Background: an optimization exercise with open tools, aiming at small area, a short achievable clock period and few clock cycles per item. Do not read the settings as production practice.
Power and IR drop assume default switching activity.

==> job 1300: inputs <==
Design cnm_top, start of the top module:
module cnm_top (
    input  logic               clk,
    input  logic               rst,
    input  logic               in_valid,
    input  logic signed [7:0]  rea,
    input  logic signed [7:0]  ima,
    input  logic signed [7:0]  req,
    input  logic signed [7:0]  imq,
    output logic               out_valid,
    output logic signed [15:0] rep,
    output logic signed [15:0] imp
);
export LEC_CHECK = 0
export CAP_MARGIN = 20
export CORE_MARGIN = 2
export CORE_UTILIZATION = 40
export CTS_BUF_LIST = sky130_fd_sc_hd__clkbuf_4 sky130_fd_sc_hd__clkbuf_8
export SETUP_SLACK_MARGIN = 4.5
export SLEW_MARGIN = 20
export SYNTH_HIERARCHICAL = 1
create_clock -name core_clock -period 7.0 [get_ports {clk}]
standard.sh (not shown) runs the stock make flow with config.mk's settings and CLKGATE_MAP_FILE= SYNTH_SCRIPT=/design/flow/synth_recipe.tcl, a recipe that flattens the netlist after the stock synthesis.
==> flow/flow/run.sh <==
#!/bin/bash
# Own layout flow: the standard flow (standard synthesis, same steps and
# settings) with two changes:
#  - the port buffers are the small sky130 buf_1 cell instead of the delay
#    cell buffer_ports picks by default (every input and output port still
#    gets its own buffer; repair may resize them);
#  - clock tree synthesis adds no dummy loads.
set -euo pipefail
export BUFFER_PORTS_ARGS="-buffer_cell sky130_fd_sc_hd__buf_1"
export CTS_ARGS="-sink_clustering_enable -repair_clock_nets -dont_use_dummy_load -buf_list {sky130_fd_sc_hd__clkbuf_4 sky130_fd_sc_hd__clkbuf_8}"
bash standard.sh > flow_make.log 2>&1
==> inputs of job 6884, as changes to job 1300 <==
--- a/flow/design.v
+++ b/flow/design.v
@@ -1406,4 +1406,31 @@
     assign co = (a & b) | (a & c) | (b & c);
 endmodule
+module cnm_fx (input logic a, input logic b, input logic c, output logic s, output logic co);
+    logic x;
+    cnm_x2 u_ab (.a(a), .b(b), .y(x));
+    cnm_x2 u_xc (.a(x), .b(c), .y(s));
+    cnm_mj u_mj (.a(a), .b(b), .c(c), .y(co));
+endmodule
+module cnm_mj (input logic a, input logic b, input logic c, output logic y);
+    assign y = (a & b) | (a & c) | (b & c);
+endmodule
+module cnm_aoi (input logic a1, input logic a2, input logic b1, input logic b2, output logic y);
+    assign y = ~((a1 & a2) | (b1 & b2));
+endmodule
+module cnm_nd (input logic a, input logic b, output logic y);
+    assign y = ~(a & b);
+endmodule
+module cnm_bs (input logic one, input logic two, input logic ng, input logic x, input logic xm, output logic y);
+    assign y = ((one & x) | (two & xm)) ^ ng;
+endmodule
+module cnm_bsn (input logic one, input logic two, input logic ng, input logic x, input logic xm, output logic y);
+    assign y = ~(((one & x) | (two & xm)) ^ ng);
+endmodule
+module cnm_b0 (input logic one, input logic two, input logic ng, input logic x, output logic y);
+    assign y = (one & x) ^ ng;
+endmodule
+module cnm_b0n (input logic one, input logic two, input logic ng, input logic x, output logic y);
+    assign y = ~((one & x) ^ ng);
+endmodule
 module cnm_ha (input logic a, input logic b, output logic s, output logic co);
     assign s  = a ^ b;
==> flow/flow/run.sh (replaced) <==
#!/bin/bash
# Own layout flow: the standard flow (standard synthesis, same steps and
# settings) with these changes:
#  - after the floorplan step, combinational cells that synthesis mapped at a
#    larger drive strength are set back to drive strength 1 (downsize.tcl);
#    the standard repair steps that follow upsize where timing needs it;
#  - the port buffers are the small sky130 buf_1 cell instead of the delay
#    cell buffer_ports picks by default (every input and output port still
#    gets its own buffer; repair may resize them);
#  - clock tree synthesis adds no dummy loads.
set -euo pipefail
export BUFFER_PORTS_ARGS="-buffer_cell sky130_fd_sc_hd__buf_1"
export CTS_ARGS="-sink_clustering_enable -repair_clock_nets -dont_use_dummy_load -buf_list {sky130_fd_sc_hd__clkbuf_4 sky130_fd_sc_hd__clkbuf_8}"
bash standard.sh floorplan > flow_make_floorplan.log 2>&1
RESULTS=orfs/results/$FLOW_PLATFORM/cnm_top/base \
LIB=$FLOW_HOME/platforms/$FLOW_PLATFORM/lib/sky130_fd_sc_hd__tt_025C_1v80.lib \
  openroad -no_init -exit flow/downsize.tcl > downsize.log 2>&1
touch orfs/results/$FLOW_PLATFORM/cnm_top/base/2_floorplan.odb
bash standard.sh > flow_make.log 2>&1
==> flow/flow/downsize.tcl (new file) <==
# Set every combinational cell of the synthesized, floorplanned design to its
# drive-strength-1 variant (same function and footprint family). The flow's
# later repair steps upsize again where timing needs it. Registers, clock and
# tap cells are left alone.
set results $::env(RESULTS)
read_liberty $::env(LIB)
read_db $results/2_floorplan.odb
set n 0
foreach inst [get_cells *] {
  set ref [get_property $inst ref_name]
  if {![regexp {^(sky130_fd_sc_hd__([a-z0-9]+))_([0-9]+)$} $ref -> base fn drive]} continue
  if {$drive <= 1} continue
  if {[regexp {^(df|ed|sd|dl|clk|tap|fill|decap|conb|probe|lpflow|buf|inv|bufinv|dly)} $fn]} continue
  set lc [get_lib_cells -quiet ${base}_1]
  if {$lc eq ""} continue
  replace_cell $inst $lc
  incr n
}
puts "downsized $n cells"
write_db $results/2_floorplan.odb
==> qor summary <==
Count of plain and timing-repair buffers: job 6884 97; job 1300 94
Maximum operating frequency: job 6884 411.9 MHz; job 1300 406.0 MHz
Required time reported for the critical path endpoint: job 6884 7330 ps; job 1300 7310 ps
Ratio of routed vias to standard cells: job 6884 5.240; job 1300 5.214
Power dissipated by switching net loads: job 6884 1.698 mW; job 1300 1.723 mW
Post-route cell area: job 6884 0.01045 mm2; job 1300 0.01042 mm2
Origin of the critical flop-to-flop path: job 6884 imq_nneg_r[1]; job 1300 imq_nneg_r[0]
Worst r2r path cells: job 6884 5; job 1300 6
Total global routing track utilization: job 6884 17.04%; job 1300 16.75%
Slew of the pin with the lowest slew margin: job 6884 514.8 ps; job 1300 553.5 ps
Layout Area Growth over Synthesis: job 6884 8.451%; job 1300 8.152%
Run status: job 6884 complete, no violations; job 1300 complete, no violations
DRC violation total after the first TritonRoute iteration: job 6884 457; job 1300 597
Layout clock area frac: job 6884 2.238%; job 1300 2.245%
Half-perimeter wire length after detailed placement: job 6884 14.99 mm; job 1300 14.87 mm
Fin crit period: job 6884 2428 ps; job 1300 2463 ps
First-pass iteration count of the detailed router: job 6884 5; job 1300 7
Worst slew margin: job 6884 65.32%; job 1300 62.71%
Met2 usage in global routing: job 6884 27.17%; job 1300 26.60%
GPL Wtd Cong: job 6884 0.8760; job 1300 0.8706
Worst clock skew on the final layout: job 6884 22.54 ps; job 1300 33.15 ps
Sum of met3 wire segment lengths after detailed routing: job 6884 1.479 mm; job 1300 1.623 mm
Met3 usage in global routing: job 6884 3.647%; job 1300 3.621%
Post-route fraction of the period consumed by the critical path: job 6884 34.68%; job 1300 35.19%
No run of this note included a check of the RTL's function; only the layout flow was run.


==> yarrow <==
cnm_top, a different RTL version from the one above (not shown whole).
make LEC_CHECK=0 CAP_MARGIN=20 CORE_MARGIN=2 CORE_UTILIZATION=40 SETUP_SLACK_MARGIN=3.4 SLEW_MARGIN=20 SYNTH_HIERARCHICAL=1 finish   # period 7.0 ns
run.sh (not shown) runs the stock make flow with config.mk's settings and CLKGATE_MAP_FILE= SYNTH_SCRIPT=/design/flow/synth_recipe.tcl, a recipe that flattens the netlist after the stock synthesis.
Stock flow here: none of the scripts above is used.
==> juniper (differences from yarrow) <==
==> flow/flow/run.sh (new file) <==
#!/bin/bash
# Own layout flow: the standard flow (standard synthesis, same steps and
# settings), except that the port buffers are the small sky130 buf_1 cell
# instead of the delay cell buffer_ports picks by default. Every input and
# output port still gets its own buffer; repair may resize them.
set -euo pipefail
export BUFFER_PORTS_ARGS="-buffer_cell sky130_fd_sc_hd__buf_1"
bash standard.sh > flow_make.log 2>&1
==> flow/standard.sh (new file) <==
#!/bin/bash
# synth_recipe.tcl (not shown) runs the flow's synth.tcl, then flattens the netlist and writes it again
# the make line also repeats each setting of config.mk as NAME=value (left out here)
make -C /OpenROAD-flow-scripts/flow DESIGN_CONFIG=/design/flow/config.mk WORK_HOME=/design/flow/orfs CLKGATE_MAP_FILE= SYNTH_SCRIPT=/design/flow/synth_recipe.tcl "${@:-finish}"
removed: flow/run.sh
==> qor summary <==
item	yarrow	juniper
Reported sequential group power	843 uW	822 uW
Clk. pwr	563 uW	486 uW
Layout Cell Area excl Fill	9990 sq um	9410 sq um
Setup Buffers After CTS	5	2
Part of the total power dissipated in sequential elements	0.214	0.235
Result of the run	complete, no violations	complete, no violations
Switching power of the nets	1.47 mW	1.41 mW
Wirelength per Cell	16.6 um	15.7 um
Worst slew margin relative to its limit	0.713	0.566
Area after DPL	9410 sq um	8980 sq um
Worst vdd ir	0.000172 V	0.000161 V
Cell area power density	393 nW/um^2	371 nW/um^2
Relative contribution of the clock network to total power	0.143	0.139
Finished Core Util	0.458	0.431
Comb power	2.52 mW	2.18 mW
Number of instances resized during post-cts repair	62	14
Number of buffers and inverters on the critical path	3	1
Fraction of area in clock buffers and inverters	0.0342	0.0314
Routed wl met2	9200 um	8430 um
Global routing met3 resource utilization	0.0289	0.0337
Area of the multi-input gates	6670 sq um	6550 sq um
Portion of total power attributed to combinational logic	0.642	0.626
Share of cell area taken by multi-input logic gates	0.667	0.697
Reg-to-reg startpoint	req_r[0]	rea_r[0]
Internal Power	2.46 mW	2.08 mW
DR vias/cell	4.88	4.85
Sequential standard cell area	1890 sq um	1880 sq um
Function was not checked in any run of this note: the RTL went through the layout flow alone.


==> tundra <==
Another version of the RTL of cnm_top (not shown whole).
Settings: LEC_CHECK=0, CAP_MARGIN=20, CORE_MARGIN=2, CORE_UTILIZATION=40, SETUP_SLACK_MARGIN=3.4, SLEW_MARGIN=20, SYNTH_HIERARCHICAL=1; clock period 7.0 ns.
Stock flow here: none of the scripts above is used.
==> indigo (differences from tundra) <==
SETUP_SLACK_MARGIN = 3.0   (was 3.4)
==> summary of the runs <==
Flip-flop and latch count is the same in tundra and indigo. In clock power, indigo and tundra hardly differ. Of indigo and tundra, tundra has the higher critical path depth (gap 1). In synthesized area, indigo and tundra do not differ. In indigo the final area is lower than in tundra, by about 2%. Against indigo, the non-clock buffer count of tundra is higher by 14.
Function was not checked in any run of this note: the RTL went through the layout flow alone.

## afterwards: timing with drivers on the ports
No port has a modelled driver above. Below, the same layouts with a new extraction and two added sets of constraints.
Step 1 assumes that a clkbuf_16 drives the clock port and a buf_2 every other input.
Step 2 also shifts input and output timing later by t, the mid clock arrival at the registers, as if the neighbouring blocks saw the same clock.
a / b / c = ideal ports / drivers / drivers and shift; a / b = the first two.
run	t (ns)	setup WS [ns]	worst register clock-pin slew, ns
job 1300	0.485	4.537 / 4.537 / 4.537	0.09 / 0.09
job 6884	0.483	4.572 / 4.572 / 4.572	0.08 / 0.08
yarrow	0.402	3.365 / 3.320 / 3.521	0.07 / 0.07
juniper	0.395	3.481 / 3.437 / 3.525	0.07 / 0.07
tundra	0.404	3.048 / 3.001 / 3.406	0.07 / 0.07
indigo	0.404	2.975 / 2.929 / 3.209	0.07 / 0.07
After both steps setup and hold are still met in every run listed.
